This is an optimization exercise on Yosys and OpenROAD, whose aim is small area, a short achievable clock period and few clock cycles per item, not a production implementation. No functional check of the RTL was part of any run shown here.

--- design/flow/design.v ---
module CordicAccelerator(
  input         clock,
  input         reset,
  input         cmd_valid,
  output        cmd_ready,
  input  [6:0]  cmd_funct,
  input  [4:0]  cmd_rd,
  input  [63:0] cmd_rs1,
  input  [63:0] cmd_rs2,
  output        resp_valid,
  input         resp_ready,
  output [4:0]  resp_rd,
  output [63:0] resp_data,
  output        busy
);
  function [31:0] addc(input [31:0] a, input [31:0] b, input c);
    reg [31:0] g, p, gg, pp, gn, pn;
    integer k, l;
    begin
      g = a & b;
      p = a ^ b;
      gg = g;
      pp = p;
      gg[0] = g[0] | (p[0] & c);
      pp[0] = 1'b0;
      for (l = 0; l < 5; l = l + 1) begin
        gn = gg;
        pn = pp;
        for (k = 0; k < 32; k = k + 1)
          if (k[l]) begin
            gn[k] = gg[k] | (pp[k] & gg[((k >> l) << l) - 1]);
            pn[k] = pp[k] & pp[((k >> l) << l) - 1];
          end
        gg = gn;
        pp = pn;
      end
      addc = p ^ {gg[30:0], c};
    end
  endfunction
  reg adv;   
  wire accept = cmd_valid & adv;
  wire [31:0] z0 = cmd_rs2[31:0];
  wire z0_fits = (z0[31:17] == {15{z0[31]}});
  wire [17:0] zc0 = z0_fits ? z0[17:0] : {z0[31], {17{~z0[31]}}};
  reg [31:0] p1_x;
  reg [4:0] p1_rd;
  reg p1_fn, p1_v;
  reg [17:0] p1_z;
  always @(posedge clock) begin
    if (reset) p1_v <= 1'b0;
    else if (adv) p1_v <= accept;
    if (adv) begin
      p1_x <= cmd_rs1[31:0];
      p1_rd <= cmd_rd;
      p1_fn <= cmd_funct[0];
      p1_z <= zc0;
    end
  end
  wire d1 = p1_z[17];
  wire [31:0] x2 = p1_x;
  wire [31:0] y3 = d1 ? -p1_x : p1_x;
  wire [17:0] zs4 = d1 ? p1_z + 18'd51472 : p1_z - 18'd51472;
  wire [16:0] z5 = (zs4[17:16] == {2{zs4[17]}}) ? zs4[16:0] : {zs4[17], {16{~zs4[17]}}};
  reg [31:0] p2_x, p2_y;
  reg [4:0] p2_rd;
  reg p2_fn, p2_v;
  reg [16:0] p2_z;
  always @(posedge clock) begin
    if (reset) p2_v <= 1'b0;
    else if (adv) p2_v <= p1_v;
    if (adv) begin
      p2_x <= x2;
      p2_y <= y3;
      p2_rd <= p1_rd;
      p2_fn <= p1_fn;
      p2_z <= z5;
    end
  end
  wire d6 = p2_z[16];
  wire [31:0] ys9 = $signed(p2_y) >>> 1;
  wire [31:0] xs10 = $signed(p2_x) >>> 1;
  wire [31:0] x7 = addc(p2_x, ys9 ^ {32{~d6}}, ~d6);
  wire [31:0] y8 = addc(p2_y, xs10 ^ {32{d6}}, d6);
  wire [16:0] zs11 = d6 ? p2_z + 17'd30386 : p2_z - 17'd30386;
  wire [15:0] z12 = (zs11[16:15] == {2{zs11[16]}}) ? zs11[15:0] : {zs11[16], {15{~zs11[16]}}};
  reg [31:0] p3_x, p3_y;
  reg [4:0] p3_rd;
  reg p3_fn, p3_v;
  reg [15:0] p3_z;
  always @(posedge clock) begin
    if (reset) p3_v <= 1'b0;
    else if (adv) p3_v <= p2_v;
    if (adv) begin
      p3_x <= x7;
      p3_y <= y8;
      p3_rd <= p2_rd;
      p3_fn <= p2_fn;
      p3_z <= z12;
    end
  end
  wire d13 = p3_z[15];
  wire [31:0] ys16 = $signed(p3_y) >>> 2;
  wire [31:0] xs17 = $signed(p3_x) >>> 2;
  wire [31:0] x14 = addc(p3_x, ys16 ^ {32{~d13}}, ~d13);
  wire [31:0] y15 = addc(p3_y, xs17 ^ {32{d13}}, d13);
  wire [15:0] zs18 = d13 ? p3_z + 16'd16055 : p3_z - 16'd16055;
  wire [14:0] z19 = (zs18[15:14] == {2{zs18[15]}}) ? zs18[14:0] : {zs18[15], {14{~zs18[15]}}};
  reg [31:0] p4_x, p4_y;
  reg [4:0] p4_rd;
  reg p4_fn, p4_v;
  reg [14:0] p4_z;
  always @(posedge clock) begin
    if (reset) p4_v <= 1'b0;
    else if (adv) p4_v <= p3_v;
    if (adv) begin
      p4_x <= x14;
      p4_y <= y15;
      p4_rd <= p3_rd;
      p4_fn <= p3_fn;
      p4_z <= z19;
    end
  end
  wire d20 = p4_z[14];
  wire [31:0] ys23 = $signed(p4_y) >>> 3;
  wire [31:0] xs24 = $signed(p4_x) >>> 3;
  wire [31:0] x21 = addc(p4_x, ys23 ^ {32{~d20}}, ~d20);
  wire [31:0] y22 = addc(p4_y, xs24 ^ {32{d20}}, d20);
  wire [14:0] zs25 = d20 ? p4_z + 15'd8150 : p4_z - 15'd8150;
  wire [13:0] z26 = (zs25[14:13] == {2{zs25[14]}}) ? zs25[13:0] : {zs25[14], {13{~zs25[14]}}};
  reg [31:0] p5_x, p5_y;
  reg [4:0] p5_rd;
  reg p5_fn, p5_v;
  reg [13:0] p5_z;
  always @(posedge clock) begin
    if (reset) p5_v <= 1'b0;
    else if (adv) p5_v <= p4_v;
    if (adv) begin
      p5_x <= x21;
      p5_y <= y22;
      p5_rd <= p4_rd;
      p5_fn <= p4_fn;
      p5_z <= z26;
    end
  end
  wire d27 = p5_z[13];
  wire [31:0] ys30 = $signed(p5_y) >>> 4;
  wire [31:0] xs31 = $signed(p5_x) >>> 4;
  wire [31:0] x28 = addc(p5_x, ys30 ^ {32{~d27}}, ~d27);
  wire [31:0] y29 = addc(p5_y, xs31 ^ {32{d27}}, d27);
  wire [13:0] zs32 = d27 ? p5_z + 14'd4091 : p5_z - 14'd4091;
  wire [12:0] z33 = (zs32[13:12] == {2{zs32[13]}}) ? zs32[12:0] : {zs32[13], {12{~zs32[13]}}};
  reg [31:0] p6_x, p6_y;
  reg [4:0] p6_rd;
  reg p6_fn, p6_v;
  reg [12:0] p6_z;
  always @(posedge clock) begin
    if (reset) p6_v <= 1'b0;
    else if (adv) p6_v <= p5_v;
    if (adv) begin
      p6_x <= x28;
      p6_y <= y29;
      p6_rd <= p5_rd;
      p6_fn <= p5_fn;
      p6_z <= z33;
    end
  end
  wire d34 = p6_z[12];
  wire [31:0] ys37 = $signed(p6_y) >>> 5;
  wire [31:0] xs38 = $signed(p6_x) >>> 5;
  wire [31:0] x35 = addc(p6_x, ys37 ^ {32{~d34}}, ~d34);
  wire [31:0] y36 = addc(p6_y, xs38 ^ {32{d34}}, d34);
  wire [12:0] zs39 = d34 ? p6_z + 13'd2047 : p6_z - 13'd2047;
  wire [11:0] z40 = (zs39[12:11] == {2{zs39[12]}}) ? zs39[11:0] : {zs39[12], {11{~zs39[12]}}};
  reg [31:0] p7_x, p7_y;
  reg [4:0] p7_rd;
  reg p7_fn, p7_v;
  reg [11:0] p7_z;
  always @(posedge clock) begin
    if (reset) p7_v <= 1'b0;
    else if (adv) p7_v <= p6_v;
    if (adv) begin
      p7_x <= x35;
      p7_y <= y36;
      p7_rd <= p6_rd;
      p7_fn <= p6_fn;
      p7_z <= z40;
    end
  end
  wire d41 = p7_z[11];
  wire [31:0] ys44 = $signed(p7_y) >>> 6;
  wire [31:0] xs45 = $signed(p7_x) >>> 6;
  wire [31:0] x42 = addc(p7_x, ys44 ^ {32{~d41}}, ~d41);
  wire [31:0] y43 = addc(p7_y, xs45 ^ {32{d41}}, d41);
  wire [11:0] zs46 = d41 ? p7_z + 12'd1024 : p7_z - 12'd1024;
  wire [10:0] z47 = (zs46[11:10] == {2{zs46[11]}}) ? zs46[10:0] : {zs46[11], {10{~zs46[11]}}};
  reg [31:0] p8_x, p8_y;
  reg [4:0] p8_rd;
  reg p8_fn, p8_v;
  reg [10:0] p8_z;
  always @(posedge clock) begin
    if (reset) p8_v <= 1'b0;
    else if (adv) p8_v <= p7_v;
    if (adv) begin
      p8_x <= x42;
      p8_y <= y43;
      p8_rd <= p7_rd;
      p8_fn <= p7_fn;
      p8_z <= z47;
    end
  end
  wire d48 = p8_z[10];
  wire [31:0] ys51 = $signed(p8_y) >>> 7;
  wire [31:0] xs52 = $signed(p8_x) >>> 7;
  wire [31:0] x49 = addc(p8_x, ys51 ^ {32{~d48}}, ~d48);
  wire [31:0] y50 = addc(p8_y, xs52 ^ {32{d48}}, d48);
  wire [10:0] zs53 = d48 ? p8_z + 11'd512 : p8_z - 11'd512;
  wire [9:0] z54 = (zs53[10:9] == {2{zs53[10]}}) ? zs53[9:0] : {zs53[10], {9{~zs53[10]}}};
  reg [31:0] p9_x, p9_y;
  reg [4:0] p9_rd;
  reg p9_fn, p9_v;
  reg [9:0] p9_z;
  always @(posedge clock) begin
    if (reset) p9_v <= 1'b0;
    else if (adv) p9_v <= p8_v;
    if (adv) begin
      p9_x <= x49;
      p9_y <= y50;
      p9_rd <= p8_rd;
      p9_fn <= p8_fn;
      p9_z <= z54;
    end
  end
  wire d55 = p9_z[9];
  wire [31:0] ys58 = $signed(p9_y) >>> 8;
  wire [31:0] xs59 = $signed(p9_x) >>> 8;
  wire [31:0] x56 = addc(p9_x, ys58 ^ {32{~d55}}, ~d55);
  wire [31:0] y57 = addc(p9_y, xs59 ^ {32{d55}}, d55);
  wire [9:0] zs60 = d55 ? p9_z + 10'd256 : p9_z - 10'd256;
  wire [8:0] z61 = (zs60[9:8] == {2{zs60[9]}}) ? zs60[8:0] : {zs60[9], {8{~zs60[9]}}};
  reg [31:0] p10_x, p10_y;
  reg [4:0] p10_rd;
  reg p10_fn, p10_v;
  reg [8:0] p10_z;
  always @(posedge clock) begin
    if (reset) p10_v <= 1'b0;
    else if (adv) p10_v <= p9_v;
    if (adv) begin
      p10_x <= x56;
      p10_y <= y57;
      p10_rd <= p9_rd;
      p10_fn <= p9_fn;
      p10_z <= z61;
    end
  end
  wire d62 = p10_z[8];
  wire [31:0] ys65 = $signed(p10_y) >>> 9;
  wire [31:0] xs66 = $signed(p10_x) >>> 9;
  wire [31:0] x63 = addc(p10_x, ys65 ^ {32{~d62}}, ~d62);
  wire [31:0] y64 = addc(p10_y, xs66 ^ {32{d62}}, d62);
  wire [8:0] zs67 = d62 ? p10_z + 9'd128 : p10_z - 9'd128;
  wire [7:0] z68 = (zs67[8:7] == {2{zs67[8]}}) ? zs67[7:0] : {zs67[8], {7{~zs67[8]}}};
  reg [31:0] p11_x, p11_y;
  reg [4:0] p11_rd;
  reg p11_fn, p11_v;
  reg [7:0] p11_z;
  always @(posedge clock) begin
    if (reset) p11_v <= 1'b0;
    else if (adv) p11_v <= p10_v;
    if (adv) begin
      p11_x <= x63;
      p11_y <= y64;
      p11_rd <= p10_rd;
      p11_fn <= p10_fn;
      p11_z <= z68;
    end
  end
  wire d69 = p11_z[7];
  wire [31:0] ys72 = $signed(p11_y) >>> 10;
  wire [31:0] xs73 = $signed(p11_x) >>> 10;
  wire [31:0] x70 = addc(p11_x, ys72 ^ {32{~d69}}, ~d69);
  wire [31:0] y71 = addc(p11_y, xs73 ^ {32{d69}}, d69);
  wire [7:0] zs74 = d69 ? p11_z + 8'd64 : p11_z - 8'd64;
  wire [6:0] z75 = (zs74[7:6] == {2{zs74[7]}}) ? zs74[6:0] : {zs74[7], {6{~zs74[7]}}};
  reg [31:0] p12_x, p12_y;
  reg [4:0] p12_rd;
  reg p12_fn, p12_v;
  reg [6:0] p12_z;
  always @(posedge clock) begin
    if (reset) p12_v <= 1'b0;
    else if (adv) p12_v <= p11_v;
    if (adv) begin
      p12_x <= x70;
      p12_y <= y71;
      p12_rd <= p11_rd;
      p12_fn <= p11_fn;
      p12_z <= z75;
    end
  end
  wire d76 = p12_z[6];
  wire [31:0] ys79 = $signed(p12_y) >>> 11;
  wire [31:0] xs80 = $signed(p12_x) >>> 11;
  wire [31:0] x77 = addc(p12_x, ys79 ^ {32{~d76}}, ~d76);
  wire [31:0] y78 = addc(p12_y, xs80 ^ {32{d76}}, d76);
  wire [6:0] zs81 = d76 ? p12_z + 7'd32 : p12_z - 7'd32;
  wire [5:0] z82 = (zs81[6:5] == {2{zs81[6]}}) ? zs81[5:0] : {zs81[6], {5{~zs81[6]}}};
  reg [31:0] p13_x, p13_y;
  reg [4:0] p13_rd;
  reg p13_fn, p13_v;
  reg [5:0] p13_z;
  always @(posedge clock) begin
    if (reset) p13_v <= 1'b0;
    else if (adv) p13_v <= p12_v;
    if (adv) begin
      p13_x <= x77;
      p13_y <= y78;
      p13_rd <= p12_rd;
      p13_fn <= p12_fn;
      p13_z <= z82;
    end
  end
  wire d83 = p13_z[5];
  wire [31:0] ys86 = $signed(p13_y) >>> 12;
  wire [31:0] xs87 = $signed(p13_x) >>> 12;
  wire [31:0] x84 = addc(p13_x, ys86 ^ {32{~d83}}, ~d83);
  wire [31:0] y85 = addc(p13_y, xs87 ^ {32{d83}}, d83);
  wire [5:0] zs88 = d83 ? p13_z + 6'd16 : p13_z - 6'd16;
  wire [4:0] z89 = (zs88[5:4] == {2{zs88[5]}}) ? zs88[4:0] : {zs88[5], {4{~zs88[5]}}};
  reg [31:0] p14_x, p14_y;
  reg [4:0] p14_rd;
  reg p14_fn, p14_v;
  reg [4:0] p14_z;
  always @(posedge clock) begin
    if (reset) p14_v <= 1'b0;
    else if (adv) p14_v <= p13_v;
    if (adv) begin
      p14_x <= x84;
      p14_y <= y85;
      p14_rd <= p13_rd;
      p14_fn <= p13_fn;
      p14_z <= z89;
    end
  end
  wire d90 = p14_z[4];
  wire [31:0] ys93 = $signed(p14_y) >>> 13;
  wire [31:0] xs94 = $signed(p14_x) >>> 13;
  wire [31:0] x91 = addc(p14_x, ys93 ^ {32{~d90}}, ~d90);
  wire [31:0] y92 = addc(p14_y, xs94 ^ {32{d90}}, d90);
  wire [4:0] zs95 = d90 ? p14_z + 5'd8 : p14_z - 5'd8;
  wire [3:0] z96 = (zs95[4:3] == {2{zs95[4]}}) ? zs95[3:0] : {zs95[4], {3{~zs95[4]}}};
  reg [31:0] p15_x, p15_y;
  reg [4:0] p15_rd;
  reg p15_fn, p15_v;
  reg [3:0] p15_z;
  always @(posedge clock) begin
    if (reset) p15_v <= 1'b0;
    else if (adv) p15_v <= p14_v;
    if (adv) begin
      p15_x <= x91;
      p15_y <= y92;
      p15_rd <= p14_rd;
      p15_fn <= p14_fn;
      p15_z <= z96;
    end
  end
  wire d97 = p15_z[3];
  wire [31:0] ys100 = $signed(p15_y) >>> 14;
  wire [31:0] xs101 = $signed(p15_x) >>> 14;
  wire [31:0] x98 = addc(p15_x, ys100 ^ {32{~d97}}, ~d97);
  wire [31:0] y99 = addc(p15_y, xs101 ^ {32{d97}}, d97);
  wire [3:0] zs102 = d97 ? p15_z + 4'd4 : p15_z - 4'd4;
  wire [2:0] z103 = (zs102[3:2] == {2{zs102[3]}}) ? zs102[2:0] : {zs102[3], {2{~zs102[3]}}};
  reg [31:0] p16_x, p16_y;
  reg [4:0] p16_rd;
  reg p16_fn, p16_v;
  reg [2:0] p16_z;
  always @(posedge clock) begin
    if (reset) p16_v <= 1'b0;
    else if (adv) p16_v <= p15_v;
    if (adv) begin
      p16_x <= x98;
      p16_y <= y99;
      p16_rd <= p15_rd;
      p16_fn <= p15_fn;
      p16_z <= z103;
    end
  end
  wire d104 = p16_z[2];
  wire [31:0] ys107 = $signed(p16_y) >>> 15;
  wire [31:0] xs108 = $signed(p16_x) >>> 15;
  wire [31:0] x105 = addc(p16_x, ys107 ^ {32{~d104}}, ~d104);
  wire [31:0] y106 = addc(p16_y, xs108 ^ {32{d104}}, d104);
  wire [2:0] zs109 = d104 ? p16_z + 3'd2 : p16_z - 3'd2;
  wire [1:0] z110 = (zs109[2:1] == {2{zs109[2]}}) ? zs109[1:0] : {zs109[2], {1{~zs109[2]}}};
  reg [31:0] p17_x, p17_y;
  reg [4:0] p17_rd;
  reg p17_fn, p17_v;
  reg [1:0] p17_z;
  always @(posedge clock) begin
    if (reset) p17_v <= 1'b0;
    else if (adv) p17_v <= p16_v;
    if (adv) begin
      p17_x <= x105;
      p17_y <= y106;
      p17_rd <= p16_rd;
      p17_fn <= p16_fn;
      p17_z <= z110;
    end
  end
  wire d111 = p17_z[1];
  wire [31:0] ys114 = $signed(p17_y) >>> 16;
  wire [31:0] xs115 = $signed(p17_x) >>> 16;
  wire [31:0] x112 = addc(p17_x, ys114 ^ {32{~d111}}, ~d111);
  wire [31:0] y113 = addc(p17_y, xs115 ^ {32{d111}}, d111);
  wire [1:0] zs116 = d111 ? p17_z + 2'd1 : p17_z - 2'd1;
  wire z117 = zs116[1];
  reg [31:0] p18_x, p18_y;
  reg [4:0] p18_rd;
  reg p18_fn, p18_v;
  reg p18_z;
  always @(posedge clock) begin
    if (reset) p18_v <= 1'b0;
    else if (adv) p18_v <= p17_v;
    if (adv) begin
      p18_x <= x112;
      p18_y <= y113;
      p18_rd <= p17_rd;
      p18_fn <= p17_fn;
      p18_z <= z117;
    end
  end
  wire d118 = p18_z;
  wire [31:0] ys121 = $signed(p18_y) >>> 17;
  wire [31:0] xs122 = $signed(p18_x) >>> 17;
  wire [31:0] x119 = addc(p18_x, ys121 ^ {32{~d118}}, ~d118);
  wire [31:0] y120 = addc(p18_y, xs122 ^ {32{d118}}, d118);
  reg [31:0] p19_x, p19_y;
  reg [4:0] p19_rd;
  reg p19_fn, p19_v;
  reg p19_d;
  always @(posedge clock) begin
    if (reset) p19_v <= 1'b0;
    else if (adv) p19_v <= p18_v;
    if (adv) begin
      p19_x <= x119;
      p19_y <= y120;
      p19_rd <= p18_rd;
      p19_fn <= p18_fn;
      p19_d <= d118;
    end
  end
  wire [31:0] ys125 = $signed(p19_y) >>> 18;
  wire [31:0] xs126 = $signed(p19_x) >>> 18;
  wire [31:0] x123 = addc(p19_x, ys125 ^ {32{~p19_d}}, ~p19_d);
  wire [31:0] y124 = addc(p19_y, xs126 ^ {32{p19_d}}, p19_d);
  reg [31:0] p20_x, p20_y;
  reg [4:0] p20_rd;
  reg p20_fn, p20_v;
  reg p20_d;
  always @(posedge clock) begin
    if (reset) p20_v <= 1'b0;
    else if (adv) p20_v <= p19_v;
    if (adv) begin
      p20_x <= x123;
      p20_y <= y124;
      p20_rd <= p19_rd;
      p20_fn <= p19_fn;
      p20_d <= p19_d;
    end
  end
  wire [31:0] ys129 = $signed(p20_y) >>> 19;
  wire [31:0] xs130 = $signed(p20_x) >>> 19;
  wire [31:0] x127 = addc(p20_x, ys129 ^ {32{~p20_d}}, ~p20_d);
  wire [31:0] y128 = addc(p20_y, xs130 ^ {32{p20_d}}, p20_d);
  reg [31:0] p21_x, p21_y;
  reg [4:0] p21_rd;
  reg p21_fn, p21_v;
  reg p21_d;
  always @(posedge clock) begin
    if (reset) p21_v <= 1'b0;
    else if (adv) p21_v <= p20_v;
    if (adv) begin
      p21_x <= x127;
      p21_y <= y128;
      p21_rd <= p20_rd;
      p21_fn <= p20_fn;
      p21_d <= p20_d;
    end
  end
  wire [31:0] ys133 = $signed(p21_y) >>> 20;
  wire [31:0] xs134 = $signed(p21_x) >>> 20;
  wire [31:0] x131 = addc(p21_x, ys133 ^ {32{~p21_d}}, ~p21_d);
  wire [31:0] y132 = addc(p21_y, xs134 ^ {32{p21_d}}, p21_d);
  reg [31:0] p22_x, p22_y;
  reg [4:0] p22_rd;
  reg p22_fn, p22_v;
  reg p22_d;
  always @(posedge clock) begin
    if (reset) p22_v <= 1'b0;
    else if (adv) p22_v <= p21_v;
    if (adv) begin
      p22_x <= x131;
      p22_y <= y132;
      p22_rd <= p21_rd;
      p22_fn <= p21_fn;
      p22_d <= p21_d;
    end
  end
  wire [31:0] ys137 = $signed(p22_y) >>> 21;
  wire [31:0] xs138 = $signed(p22_x) >>> 21;
  wire [31:0] x135 = addc(p22_x, ys137 ^ {32{~p22_d}}, ~p22_d);
  wire [31:0] y136 = addc(p22_y, xs138 ^ {32{p22_d}}, p22_d);
  reg [31:0] p23_x, p23_y;
  reg [4:0] p23_rd;
  reg p23_fn, p23_v;
  reg p23_d;
  always @(posedge clock) begin
    if (reset) p23_v <= 1'b0;
    else if (adv) p23_v <= p22_v;
    if (adv) begin
      p23_x <= x135;
      p23_y <= y136;
      p23_rd <= p22_rd;
      p23_fn <= p22_fn;
      p23_d <= p22_d;
    end
  end
  wire [31:0] ys141 = $signed(p23_y) >>> 22;
  wire [31:0] xs142 = $signed(p23_x) >>> 22;
  wire [31:0] x139 = addc(p23_x, ys141 ^ {32{~p23_d}}, ~p23_d);
  wire [31:0] y140 = addc(p23_y, xs142 ^ {32{p23_d}}, p23_d);
  reg [31:0] p24_x, p24_y;
  reg [4:0] p24_rd;
  reg p24_fn, p24_v;
  reg p24_d;
  always @(posedge clock) begin
    if (reset) p24_v <= 1'b0;
    else if (adv) p24_v <= p23_v;
    if (adv) begin
      p24_x <= x139;
      p24_y <= y140;
      p24_rd <= p23_rd;
      p24_fn <= p23_fn;
      p24_d <= p23_d;
    end
  end
  wire [31:0] ys145 = $signed(p24_y) >>> 23;
  wire [31:0] xs146 = $signed(p24_x) >>> 23;
  wire [31:0] x143 = addc(p24_x, ys145 ^ {32{~p24_d}}, ~p24_d);
  wire [31:0] y144 = addc(p24_y, xs146 ^ {32{p24_d}}, p24_d);
  reg [31:0] p25_x, p25_y;
  reg [4:0] p25_rd;
  reg p25_fn, p25_v;
  reg p25_d;
  always @(posedge clock) begin
    if (reset) p25_v <= 1'b0;
    else if (adv) p25_v <= p24_v;
    if (adv) begin
      p25_x <= x143;
      p25_y <= y144;
      p25_rd <= p24_rd;
      p25_fn <= p24_fn;
      p25_d <= p24_d;
    end
  end
  wire [31:0] ys149 = $signed(p25_y) >>> 24;
  wire [31:0] xs150 = $signed(p25_x) >>> 24;
  wire [31:0] x147 = addc(p25_x, ys149 ^ {32{~p25_d}}, ~p25_d);
  wire [31:0] y148 = addc(p25_y, xs150 ^ {32{p25_d}}, p25_d);
  reg [31:0] p26_x, p26_y;
  reg [4:0] p26_rd;
  reg p26_fn, p26_v;
  reg p26_d;
  always @(posedge clock) begin
    if (reset) p26_v <= 1'b0;
    else if (adv) p26_v <= p25_v;
    if (adv) begin
      p26_x <= x147;
      p26_y <= y148;
      p26_rd <= p25_rd;
      p26_fn <= p25_fn;
      p26_d <= p25_d;
    end
  end
  wire [31:0] ys153 = $signed(p26_y) >>> 25;
  wire [31:0] xs154 = $signed(p26_x) >>> 25;
  wire [31:0] x151 = addc(p26_x, ys153 ^ {32{~p26_d}}, ~p26_d);
  wire [31:0] y152 = addc(p26_y, xs154 ^ {32{p26_d}}, p26_d);
  reg [31:0] p27_x, p27_y;
  reg [4:0] p27_rd;
  reg p27_fn, p27_v;
  reg p27_d;
  always @(posedge clock) begin
    if (reset) p27_v <= 1'b0;
    else if (adv) p27_v <= p26_v;
    if (adv) begin
      p27_x <= x151;
      p27_y <= y152;
      p27_rd <= p26_rd;
      p27_fn <= p26_fn;
      p27_d <= p26_d;
    end
  end
  wire [31:0] ys157 = $signed(p27_y) >>> 26;
  wire [31:0] xs158 = $signed(p27_x) >>> 26;
  wire [31:0] x155 = addc(p27_x, ys157 ^ {32{~p27_d}}, ~p27_d);
  wire [31:0] y156 = addc(p27_y, xs158 ^ {32{p27_d}}, p27_d);
  reg [31:0] p28_x, p28_y;
  reg [4:0] p28_rd;
  reg p28_fn, p28_v;
  reg p28_d;
  always @(posedge clock) begin
    if (reset) p28_v <= 1'b0;
    else if (adv) p28_v <= p27_v;
    if (adv) begin
      p28_x <= x155;
      p28_y <= y156;
      p28_rd <= p27_rd;
      p28_fn <= p27_fn;
      p28_d <= p27_d;
    end
  end
  wire [31:0] ys161 = $signed(p28_y) >>> 27;
  wire [31:0] xs162 = $signed(p28_x) >>> 27;
  wire [31:0] x159 = addc(p28_x, ys161 ^ {32{~p28_d}}, ~p28_d);
  wire [31:0] y160 = addc(p28_y, xs162 ^ {32{p28_d}}, p28_d);
  reg [31:0] p29_x, p29_y;
  reg [4:0] p29_rd;
  reg p29_fn, p29_v;
  reg p29_d;
  always @(posedge clock) begin
    if (reset) p29_v <= 1'b0;
    else if (adv) p29_v <= p28_v;
    if (adv) begin
      p29_x <= x159;
      p29_y <= y160;
      p29_rd <= p28_rd;
      p29_fn <= p28_fn;
      p29_d <= p28_d;
    end
  end
  wire [31:0] ys165 = $signed(p29_y) >>> 28;
  wire [31:0] xs166 = $signed(p29_x) >>> 28;
  wire [31:0] x163 = addc(p29_x, ys165 ^ {32{~p29_d}}, ~p29_d);
  wire [31:0] y164 = addc(p29_y, xs166 ^ {32{p29_d}}, p29_d);
  reg [31:0] p30_x, p30_y;
  reg [4:0] p30_rd;
  reg p30_fn, p30_v;
  reg p30_d;
  always @(posedge clock) begin
    if (reset) p30_v <= 1'b0;
    else if (adv) p30_v <= p29_v;
    if (adv) begin
      p30_x <= x163;
      p30_y <= y164;
      p30_rd <= p29_rd;
      p30_fn <= p29_fn;
      p30_d <= p29_d;
    end
  end
  wire [31:0] ys169 = $signed(p30_y) >>> 29;
  wire [31:0] xs170 = $signed(p30_x) >>> 29;
  wire [31:0] x167 = addc(p30_x, ys169 ^ {32{~p30_d}}, ~p30_d);
  wire [31:0] y168 = addc(p30_y, xs170 ^ {32{p30_d}}, p30_d);
  reg [31:0] p31_x, p31_y;
  reg [4:0] p31_rd;
  reg p31_fn, p31_v;
  reg p31_d;
  always @(posedge clock) begin
    if (reset) p31_v <= 1'b0;
    else if (adv) p31_v <= p30_v;
    if (adv) begin
      p31_x <= x167;
      p31_y <= y168;
      p31_rd <= p30_rd;
      p31_fn <= p30_fn;
      p31_d <= p30_d;
    end
  end
  wire [31:0] ys173 = $signed(p31_y) >>> 30;
  wire [31:0] xs174 = $signed(p31_x) >>> 30;
  wire [31:0] x171 = addc(p31_x, ys173 ^ {32{~p31_d}}, ~p31_d);
  wire [31:0] y172 = addc(p31_y, xs174 ^ {32{p31_d}}, p31_d);
  reg [31:0] p32_x, p32_y;
  reg [4:0] p32_rd;
  reg p32_fn, p32_v;
  reg p32_d;
  always @(posedge clock) begin
    if (reset) p32_v <= 1'b0;
    else if (adv) p32_v <= p31_v;
    if (adv) begin
      p32_x <= x171;
      p32_y <= y172;
      p32_rd <= p31_rd;
      p32_fn <= p31_fn;
      p32_d <= p31_d;
    end
  end
  wire [31:0] ys177 = $signed(p32_y) >>> 31;
  wire [31:0] xs178 = $signed(p32_x) >>> 31;
  wire [31:0] x175 = addc(p32_x, ys177 ^ {32{~p32_d}}, ~p32_d);
  wire [31:0] y176 = addc(p32_y, xs178 ^ {32{p32_d}}, p32_d);
  wire [31:0] res = p32_fn ? y176 : x175;
  wire push = adv & p32_v;
  reg [31:0] h_data, k_data;
  reg [4:0] h_rd, k_rd;
  reg hv, kv, busy_r;
  wire pop = hv & resp_ready;
  wire h_load = ~hv | pop;
  wire hv_n = h_load ? (kv | push) : 1'b1;
  wire kv_n = h_load ? (kv & push) : (kv | push);
  wire inflight_n = hv_n | kv_n |
      (adv ? accept : p1_v) |
      (adv ? p1_v : p2_v) |
      (adv ? p2_v : p3_v) |
      (adv ? p3_v : p4_v) |
      (adv ? p4_v : p5_v) |
      (adv ? p5_v : p6_v) |
      (adv ? p6_v : p7_v) |
      (adv ? p7_v : p8_v) |
      (adv ? p8_v : p9_v) |
      (adv ? p9_v : p10_v) |
      (adv ? p10_v : p11_v) |
      (adv ? p11_v : p12_v) |
      (adv ? p12_v : p13_v) |
      (adv ? p13_v : p14_v) |
      (adv ? p14_v : p15_v) |
      (adv ? p15_v : p16_v) |
      (adv ? p16_v : p17_v) |
      (adv ? p17_v : p18_v) |
      (adv ? p18_v : p19_v) |
      (adv ? p19_v : p20_v) |
      (adv ? p20_v : p21_v) |
      (adv ? p21_v : p22_v) |
      (adv ? p22_v : p23_v) |
      (adv ? p23_v : p24_v) |
      (adv ? p24_v : p25_v) |
      (adv ? p25_v : p26_v) |
      (adv ? p26_v : p27_v) |
      (adv ? p27_v : p28_v) |
      (adv ? p28_v : p29_v) |
      (adv ? p29_v : p30_v) |
      (adv ? p30_v : p31_v) |
      (adv ? p31_v : p32_v);
  always @(posedge clock) begin
    if (reset) begin
      hv <= 1'b0;
      kv <= 1'b0;
      adv <= 1'b1;
      busy_r <= 1'b0;
    end else begin
      hv <= hv_n;
      kv <= kv_n;
      adv <= ~(hv_n & kv_n);
      busy_r <= inflight_n;
    end
    if (h_load) begin
      h_data <= kv ? k_data : res;
      h_rd <= kv ? k_rd : p32_rd;
    end
    if (h_load ? kv : ~kv) begin
      k_data <= res;
      k_rd <= p32_rd;
    end
  end
  assign cmd_ready = adv;
  assign resp_valid = hv;
  assign resp_rd = h_rd;
  assign resp_data = {32'h0, h_data};
  assign busy = busy_r;
endmodule
--- design/flow/run.sh ---
#!/bin/bash
# synth_recipe.tcl (not shown) runs the flow's synth.tcl, then flattens the netlist and writes it again
# the make line also repeats each setting of config.mk as NAME=value (left out here)
make -C /OpenROAD-flow-scripts/flow DESIGN_CONFIG=/design/flow/config.mk WORK_HOME=/design/flow/orfs CLKGATE_MAP_FILE= SYNTH_SCRIPT=/design/flow/synth_recipe.tcl finish
--- design/flow/constraint.sdc ---
create_clock -name core_clock -period 6.0 [get_ports {clock}]
set_input_delay 1.2000 -clock core_clock [delete_from_list [all_inputs] [get_ports {clock}]]
set_output_delay 1.2000 -clock core_clock [all_outputs]
set_load 0.01 [all_outputs]
--- design/flow/config.mk ---
export PLATFORM = sky130hd
export DESIGN_NAME = CordicAccelerator
export DESIGN_NICKNAME = CordicAccelerator
export VERILOG_FILES = /design/flow/design.v
export SDC_FILE = /design/flow/constraint.sdc
export NUM_CORES = 8
export LEC_CHECK = 0
export CAP_MARGIN = 20
export CORE_MARGIN = 2
export CORE_UTILIZATION = 60
export SLEW_MARGIN = 20
==> reports/results.ini, run 1 <==
[cts]
cts_sinks=2502
cts_tree=yes
cts_setup_buffers=0
post_cts_resized=0
clkTransAtPathRegs_ns=0.06
root_buffer=clkbuf_16
ctsHoldBuffers=0
cts_made_buffers=289
cts_max_path_buffers=4
clk-insertion-delay-late_ns=0.89
h-tree-depth=5

[synth]
async_reset_ff_frac=0
ys_ff_latch=2502
synth_top_family_by_area=adder cells
synth_simple_gate_area_share=0.07429
synth_compound_area_frac=0.1143
synth-xor-area-share=0.1352
ys_seq_area_frac=0.4579
syn_inst=13880
synthFlopType=edfxtp_1
postSynthAreaPerCell_um2=11.77
synth_edf_count=2466
synthAdderAreaFrac=0.1825
synth_cell_types=86
syn_area_um2=163300
yosys_warnings=1
muxShareOfSynthArea=0.006728

[worst_setup_path]
end_kind=register
cp-start-kind=register
required_ns=6.65
cp.buffers_inverters=1
critPathMaxStageDelay_ns=0.72
path_delay_family=compound AO/OA/AOI/OAI gates
crit_chain=xor2_1 > inv_1 > ha_1 > nand4_1 > or2_2 > a2111o_1 > a21oi_1 > o21ai_0 > nor3_1 > o21ai_0 > a22oi_1 > xor2_1 > mux2_2
critPathSlowestCell=inv_1
arrival_ns=5.75
worstPathMaxFanout=30
path_class=reg2reg

[die]
num_rows=191
ios=216
dieArea_um2=276300
die_y_um=525.7
start_util=0.6030
die_x_um=525.7
core-area_um2=270800

[cells_and_area]
layout_common_cells=2,466 x edfxtp_1, 1,874 x ha_1, 1,378 x xnor2_1
final_common_cell=edfxtp_1
syn2layout_area_growth_pct=9.552
final_cells=18060
nets=16590
drive_above_1_share=0.04551

[drt]
via_per_inst=5.759
wl_per_cell_um=19.17
wl_um=346200
remaining_drc_errors=0
drt-initial-drc-count=6558
dr.pass1.iters=6
dr_total_vias=104000
postRouteAntennaNets=0

[placement]
hpwl_um=266200
place_congestion=0.8945
port_buffers=113
post-place-ws_ns=0.7712
dpl.cell_count=17530

[timing]
period_minus_slack_ns=5.104
hold_viol=0
fmax_ghz=0.1959
setup_tns_ns=0
fin_crit_sh=0.8507
setup_viol=0
drv_slew=0
clock_skew_ns=0.04045
worstMarginPinSlew_ns=1.164
rsz0062_at_grt=no
timing.slew.headroom=0.2241
finalHoldWorstSlack_ns=0.3990
setup_slack_ns=0.8956

[grt]
grt_pass1_vias=105500
antenna_found_initial=2
grt_max_degree=181
overflow=0
grt_pass1_wl_um=552600
grt_usage=0.2475

[run]
max-cap-violations=0

[outcome]
outcome=finished clean

[min_path]
hold_class=reg2reg

## per-layer routing
layer	part of all wire	up-vias	global-route usage
met5	0	-	0
li1	-	51070	-
met4	0.030	0	0.07426
met1	0.46	50500	0.3411
met2	0.47	1859	0.4134
met3	0.040	562	0.02608
## path summary, 6_finish.rpt
kind | depth (start not counted) | startpoint | end | slack [ns]
worst min-delay path | 0 | p5_rd[0] | p6_rd[0] | 0.40
worst max-delay path | 13 | p32_d | h_data[31] | 0.90
worst max register to register | 13 | p32_d | h_data[31] | 0.90
worst min register to register | 0 | p5_rd[0] | p6_rd[0] | 0.40
## cell usage after synthesis (110+ instances only)
cell         n  share of area
nand2_1    290         0.0067
a31oi_1    118         0.0045
edfxtp_1  2466           0.45
a21o_1     517          0.024
nand2b_1   155         0.0059
xnor2_1   1389          0.075
fa_1       316          0.039
ha_1      1874           0.14
nor2_1     903          0.021
o21ai_0    459          0.014
nand4_1    120         0.0046
o21bai_1   110         0.0051
o21a_1     285          0.013
xor2_1    1132          0.061
nor3_1     272         0.0083
inv_1     1046          0.024
nor2b_1    176         0.0067
a21oi_1    827          0.025
nand3_1    185         0.0057
## per-stage QoR
stage	utilization	instance area, um^2
2_1_floorplan	-	163400
3_3_place_gp	0.6261	169500
3_5_place_dp	0.6261	169500
4_1_cts	0.6605	178800
5_1_grt	0.6606	178900
6_report	0.6607	178900
## cells by family after synthesis
group | Yosys count
compound gates | 2847
xor+xnor | 2521
flops | 2502
simple gates | 2476
fa+ha+maj | 2193
buf+inv | 1230
mux | 105
other cells | 1
## cell type report
class / instances / area (um^2)
fillers: 20360 / 91880
multi-input cells: 10170 / 84090
well taps: 3570 / 4467
diodes: 7 / 17.52
inverters: 1046 / 3926
clock inverters: 156 / 1637
repair buffers: 239 / 2290
clock buffers: 362 / 7676
flip-flops and latches: 2502 / 74780
==> run 2, diff against run 1 <==
--- a/design/flow/config.mk
+++ b/design/flow/config.mk
@@ -10,2 +10,3 @@
 export CORE_UTILIZATION = 60
+export SETUP_SLACK_MARGIN = 2.0
 export SLEW_MARGIN = 20
==> reports/results.ini, run 2 <==
[grt]
grt_usage=0.2498  ; +0.002385
grt_pass1_wl_um=557700  ; +0.92%
overflow=0  ; unchanged
grt_max_degree=181  ; unchanged
grt_pass1_vias=106300  ; +0.80%
gr-usage-met2=0.4178  ; +0.004485
grt_util_met1=0.3435  ; +0.002399
grt_util_met3=0.02639  ; +0.0003009
antenna_found_initial=2  ; unchanged
grt.busiest_layer=met2

[worst_setup_path]
path_class=reg2reg
end_kind=register
cp-endpoint=p25_x[31]
reg2reg_from=p24_d
ff2ff_path_depth=16  ; +3
rrSetupSlack_ns=1.99  ; +1.10 ns
required_ns=6.63  ; -0.02 ns
worstPathMaxFanout=12  ; -60%
r2r_end=p25_x[31]
worstSetupStartpoint=p24_d
cp-start-kind=register
arrival_ns=4.63  ; -1.12 ns

[outcome]
outcome=finished clean

[drt]
remaining_drc_errors=0  ; unchanged
wl_um=355600  ; +2.7%
wl_per_cell_um=19.43  ; +1.4%
dr_total_vias=105600  ; +1.5%
drt-initial-drc-count=6559  ; +0.015%
via_per_inst=5.771  ; +0.20%
dr.pass1.iters=6  ; unchanged
postRouteAntennaNets=0  ; unchanged

[synth]
synth_top_family_by_area=adder cells
yosysMostFrequentCell=edfxtp_1
muxShareOfSynthArea=0.006728  ; unchanged
synth_cell_types=86  ; unchanged
synth-xor-area-share=0.1352  ; unchanged
synth_compound_area_frac=0.1143  ; unchanged
ys_ff_latch=2502  ; unchanged
synth_edf_count=2466  ; unchanged
syn_inst=13880  ; unchanged
yosysTopAreaCell=edfxtp_1
synth_simple_gate_area_share=0.07429  ; unchanged
synthAdderAreaFrac=0.1825  ; unchanged
yosys_warnings=1  ; unchanged
postSynthAreaPerCell_um2=11.77  ; unchanged
synth_common_cells=2,466 x edfxtp_1, 1,874 x ha_1, 1,389 x xnor2_1, 1,132 x xor2_1, 1,046 x inv_1
synth_top_area_share=0.4535  ; unchanged
syn_area_um2=163300  ; unchanged
synth.area.top_cells=edfxtp_1 45%, ha_1 14%, xnor2_1 7.5%
synthFlopType=edfxtp_1
ys_seq_area_frac=0.4579  ; unchanged
async_reset_ff_frac=0  ; unchanged

[cts]
cts_max_path_buffers=4  ; unchanged
cts_sinks=2502  ; unchanged
cts_made_buffers=289  ; unchanged
ctsHoldBuffers=0  ; unchanged
clkTransAtPathRegs_ns=0.06  ; about the same
clk-insertion-delay-late_ns=0.89  ; about the same
root_buffer=clkbuf_16
h-tree-depth=5  ; unchanged
cts_tree=yes

[timing]
timing.slew.headroom=0.2066  ; -0.01751
setup_tns_ns=0  ; unchanged
hold_viol=0  ; unchanged
setup_viol=0  ; unchanged
clock_skew_ns=0.04298  ; +0.002529 ns
fmax_ghz=0.2496  ; +27%
fin_crit_sh=0.6677  ; -0.1830
period_minus_slack_ns=4.006  ; -1.098 ns
drv_slew=0  ; unchanged
worstMarginPinSlew_ns=1.190  ; +0.02627 ns
rsz0062_at_grt=yes

[die]
ios=216  ; unchanged
die_y_um=525.7  ; unchanged
num_rows=191  ; unchanged
die_x_um=525.7  ; unchanged
start_util=0.6030  ; unchanged
core-area_um2=270800  ; unchanged
dieArea_um2=276300  ; unchanged

[cells_and_area]
fin_util=0.6785  ; +0.01788
drive_above_1_share=0.08049  ; +0.03497
nFillCells=19860  ; -2.4%
nets=16830  ; +1.5%
final_cells=18300  ; +1.3%
layout_common_cells=2,466 x edfxtp_1, 1,858 x ha_1, 1,362 x xnor2_1
final_common_cell=edfxtp_1
syn2layout_area_growth_pct=12.52

[placement]
dpl.cell_count=17530  ; unchanged
port_buffers=113  ; unchanged
hpwl_um=266200  ; unchanged
place_congestion=0.8945  ; unchanged

[min_path]
hold_class=reg2reg

[run]
max-cap-violations=0  ; unchanged

==> run 2: area by class of cell <==
class                   instances  area, um^2  area share
multi-input cells           10180       86410      0.4703
flip-flops and latches       2502       74780      0.4070
clock buffers                 362        7676     0.04178
repair buffers                480        4796     0.02610
well taps                    3570        4467     0.02431
inverters                    1046        3938     0.02143
clock inverters               156        1637    0.008908
diodes                          5       12.51  0.00006810
repair inverters                1       7.507  0.00004086
==> run 2: repair_timing <==
item	CTS	global route
pin swaps	27	112
setup endpoints to repair	558	386
setup buffers	98	136
gates cloned	1	10
gates resized for setup	175	395
endpoints found under the hold margin	0	0
==> run 2: kinds of logic (layout without fill, tap and decap cells) <==
logic type	after synthesis	after routing
adder cells (fa/ha/maj)	2193	2193
multiplexers	105	105
flip-flops	2502	2502
buffers and inverters	1230	2045
AND/OR/NAND/NOR	2476	2477
AO/OA/AOI/OAI	2847	2847
XOR/XNOR	2521	2522
other	1	37
==> run 2: worst max-delay path: stages (launching register included) <==
cell	delay, ns
edfxtp_1	0.44
buf_12	0.18
buf_12	0.14
xnor2_4	0.20
buf_6	0.19
ha_1	0.29
a21o_1	0.18
a21o_1	0.18
a21oi_1	0.20
o41a_1	0.19
o211ai_1	0.16
o41a_1	0.49
a41o_1	0.29
nor2_2	0.12
o21bai_1	0.11
a21oi_1	0.22
xnor2_1	0.12
==> run 2: layer usage <==
metal  up-vias  routed length [um]
met5         -                   0
met4         0               11100
met3       585               14380
met2      1948              169200
met1     51510              160900
li1      51550                   -
==> run 2: stage by stage <==
| step | worst slack (ns) | hold WS, ns | cell area [um^2] |
|---|---|---|---|
| floorplan | -11.32 | 0.4003 | 163400 |
| global placement | 0.8418 | 0.4003 | 169500 |
| detailed placement | 0.7712 | 0.4045 | 169500 |
| CTS | 1.885 | 0.3905 | 180600 |
| global route | 1.824 | 0.3913 | 183700 |
| finish | 1.994 | 0.3999 | 183700 |
==> run 2: worst min-delay path by stage <==
stage          startpoint         to  slack, ns  depth (start not counted)
5_1_grt          p7_rd[4]   p8_rd[4]       0.39                          0
6_report         p7_rd[4]   p8_rd[4]       0.40                          0
2_1_floorplan       p9_fn     p10_fn       0.40                          0
3_5_place_dp    p13_rd[4]  p14_rd[4]       0.40                          0
4_1_cts          p7_rd[4]   p8_rd[4]       0.39                          0
3_3_place_gp    p28_rd[2]  p29_rd[2]       0.40                          0
==> run 3, diff against run 2 <==
--- a/design/flow/config.mk
+++ b/design/flow/config.mk
@@ -10,3 +10,3 @@
 export CORE_UTILIZATION = 60
-export SETUP_SLACK_MARGIN = 2.0
+export SETUP_SLACK_MARGIN = 3.0
 export SLEW_MARGIN = 20
==> reports/results.ini, run 3 <==
[worst_setup_path]
rrSetupSlack_ns=2.06  ; +0.07 ns
required_ns=6.66  ; +0.03 ns
crit_chain=buf_6 > buf_6 > xor2_4 > buf_12 > ha_4 > a21o_1 > a21o_1 > a21oi_2 > o41a_1 > o211ai_1 > o41a_1 > a41o_1 > nor2_4 > o21bai_2 > a21oi_2 > xor2_1
critPathSlowestCell=o41a_1
critPathMaxStageDelay_ns=0.51  ; +0.02 ns
ff2ff_path_depth=16  ; unchanged
worstPathMaxFanout=6  ; -6
path_class=reg2reg
reg2reg_from=p26_d
r2r_end=p27_y[31]
cp-start-kind=register
arrival_ns=4.60  ; -0.03 ns
end_kind=register

[timing]
period_minus_slack_ns=3.940  ; -0.06586 ns
drv_slew=0  ; unchanged
hold_viol=0  ; unchanged
fin_crit_sh=0.6567  ; -0.01098
timing.slew.headroom=0.2651  ; +0.05856
setup_viol=0  ; unchanged
rsz0062_at_grt=yes
clock_skew_ns=0.04069  ; -0.002291 ns
fmax_ghz=0.2538  ; +1.7%
worstMarginPinSlew_ns=1.102  ; -0.08784 ns
setup_tns_ns=0  ; unchanged
finalHoldWorstSlack_ns=0.4098  ; +0.009936 ns

[cells_and_area]
multi_input_area_um2=107000  ; +24%
fin_util=0.8409  ; +0.1623
syn2layout_area_growth_pct=39.44
ff_latch_area_um2=74780  ; about the same
final_common_cell=edfxtp_1
layout_common_cells=2,466 x edfxtp_1, 1,538 x buf_4, 1,413 x ha_1
nets=19140  ; +14%
nFillCells=13310  ; -33%
drive_above_1_share=0.3730  ; +0.2925

[drt]
drt-initial-drc-count=8754  ; +33%
dr.pass1.iters=6  ; unchanged
wl_met2_um=234500  ; +39%
remaining_drc_errors=0  ; unchanged
dr_total_vias=122100  ; +16%
wl_um=465400  ; +31%
wl_per_cell_um=22.58  ; +16%
wl_met1_um=185200  ; +15%
postRouteAntennaNets=0  ; unchanged
via_per_inst=5.922  ; +2.6%
top_layer=met5
routed-wl-met3_um=24840  ; +73%

[synth]
ys_seq_area_frac=0.4579  ; unchanged
synth_common_cells=2,466 x edfxtp_1, 1,874 x ha_1, 1,389 x xnor2_1, 1,132 x xor2_1, 1,046 x inv_1
yosysTopAreaCell=edfxtp_1
postSynthAreaPerCell_um2=11.77  ; unchanged
synth_top_area_share=0.4535  ; unchanged
synth_cell_types=86  ; unchanged
synthFlopType=edfxtp_1
synth.area.top_cells=edfxtp_1 45%, ha_1 14%, xnor2_1 7.5%
syn_inst=13880  ; unchanged
synth_edf_count=2466  ; unchanged
syn_area_um2=163300  ; unchanged
yosys_warnings=1  ; unchanged
async_reset_ff_frac=0  ; unchanged
ys_ff_latch=2502  ; unchanged
yosysMostFrequentCell=edfxtp_1

[run]
max-cap-violations=0  ; unchanged

[cts]
cts_made_buffers=289  ; unchanged
cts_max_path_buffers=4  ; unchanged
clk-insertion-delay-late_ns=0.91  ; +0.02 ns
h-tree-depth=5  ; unchanged
ctsHoldBuffers=0  ; unchanged
cts_sinks=2502  ; unchanged
cts_tree=yes
root_buffer=clkbuf_16
clkTransAtPathRegs_ns=0.07  ; about the same

[grt]
antenna_found_initial=5  ; +3
grt_pass1_wl_um=651600  ; +17%
grt_pass1_vias=121900  ; +15%
overflow=0  ; unchanged
grt_max_degree=181  ; unchanged
grt_usage=0.2942  ; +0.04438

[placement]
port_buffers=113  ; unchanged
hpwl_um=266200  ; unchanged
place_congestion=0.8945  ; unchanged

[die]
die_x_um=525.7  ; unchanged
num_rows=191  ; unchanged
ios=216  ; unchanged
core-area_um2=270800  ; unchanged
start_util=0.6030  ; unchanged
die_y_um=525.7  ; unchanged
dieArea_um2=276300  ; unchanged

[min_path]
worstHoldStart=p7_rd[4]
hold_class=reg2reg
hold_path_depth=0  ; unchanged
min_to=p8_rd[4]

[outcome]
outcome=finished clean

run 3: cell counts after synthesis:
No cell type changed its count.
run 3: worst max path at each step:
stage / startpoint / end / slack (ns) / cells after the start
after CTS: p5_z[13] / p6_y[31] / 2.09 / 14
final: p26_d / p27_y[31] / 2.06 / 16
after global routing: p32_d / h_data[30] / 1.98 / 16
after global placement: p32_d / h_data[31] / 0.84 / 14
after floorplan: adv / p10_v / -11.32 / 4
after detailed placement: p32_d / h_data[31] / 0.77 / 14
run 3: repair_timing:
action,4_1_cts,5_1_grt
setup endpoints to repair,1616,1690
pin swaps,1579,1728
buffers inserted,1601,879
cloned,66,13
gates resized for setup,3432,2184
run 3: logic make-up after synthesis:
kind of cell | Yosys count | share of synthesized area
muxes | 105 | 0.006728
AOI/OAI and AO/OA | 2847 | 0.1143
xor gates and xnor gates | 2521 | 0.1352
other | 1 | 0.00002297
buffers and inverters | 1230 | 0.02902
adders and majority gates | 2193 | 0.1825
DFF | 2502 | 0.4579
and+or+nand+nor | 2476 | 0.07429
run 3: final cells by class:
type                       count  share of cell area
timing repair buffer        2791              0.1235
tap                         3570             0.01962
timing repair inverter         1          0.00003297
antenna                        5          0.00005495
multi-input combinational  10180              0.4700
clock inverter               156            0.007188
clock buffer                 362             0.03371
inverter                    1046             0.01743
sequential                  2502              0.3284
run 3: per-layer routing:
| metal | vias to the layer above | track usage |
|---|---|---|
| met3 | 1236 | 0.03493 |
| met5 | - | 0 |
| li1 | 56110 | - |
| met4 | 4 | 0.1064 |
| met1 | 60860 | 0.3806 |
| met2 | 3867 | 0.5089 |
run 3: per-stage QoR:
stage,worst slack (ns),instances,cell area [um^2]
after floorplan,-11.32,13910,163400
after global placement,0.8418,17530,169500
after detailed placement,0.7712,17530,169500
after CTS,2.090,19720,209100
after global routing,1.975,20610,227700
final,2.060,20610,227700
run 3: critical path, delay by kind of cell (launching register included):
kind / cells / cell delay (ns)
AOI/OAI and AO/OA: 9 / 2.03
DFF: 1 / 0.45
buffers and inverters: 3 / 0.45
xor gates and xnor gates: 2 / 0.36
adders and majority gates: 1 / 0.22
and+or+nand+nor: 1 / 0.15

==> static timing again, ports no longer ideal <==
How much do the figures lean on ideal ports? The routed layouts below were timed once more, with nothing changed but the port constraints. Step 1: set_driving_cell puts a clkbuf_16 on clock and a buf_2 on each other input, an assumption about the parent block. Step 2 times the ports against the registers' clock, not the clock port: input delays grow and output delays shrink by t, the midpoint of the rising clock arrivals with the driver on. Three values: no drivers, after step 1, after step 2; two values: the first two.
run	t, ns	slack for setup (ns)	hold slack, ns	worst setup path after step 2
run 1	0.984	0.896 / 0.896 / 0.896	0.399 / 0.399 / 0.399	register to register
run 2	0.982	1.994 / 1.994 / 1.994	0.400 / 0.400 / 0.400	register to register
run 3	1.013	2.060 / 2.060 / 2.060	0.410 / 0.410 / 0.410	register to register
After both steps setup and hold are still met in every run listed.
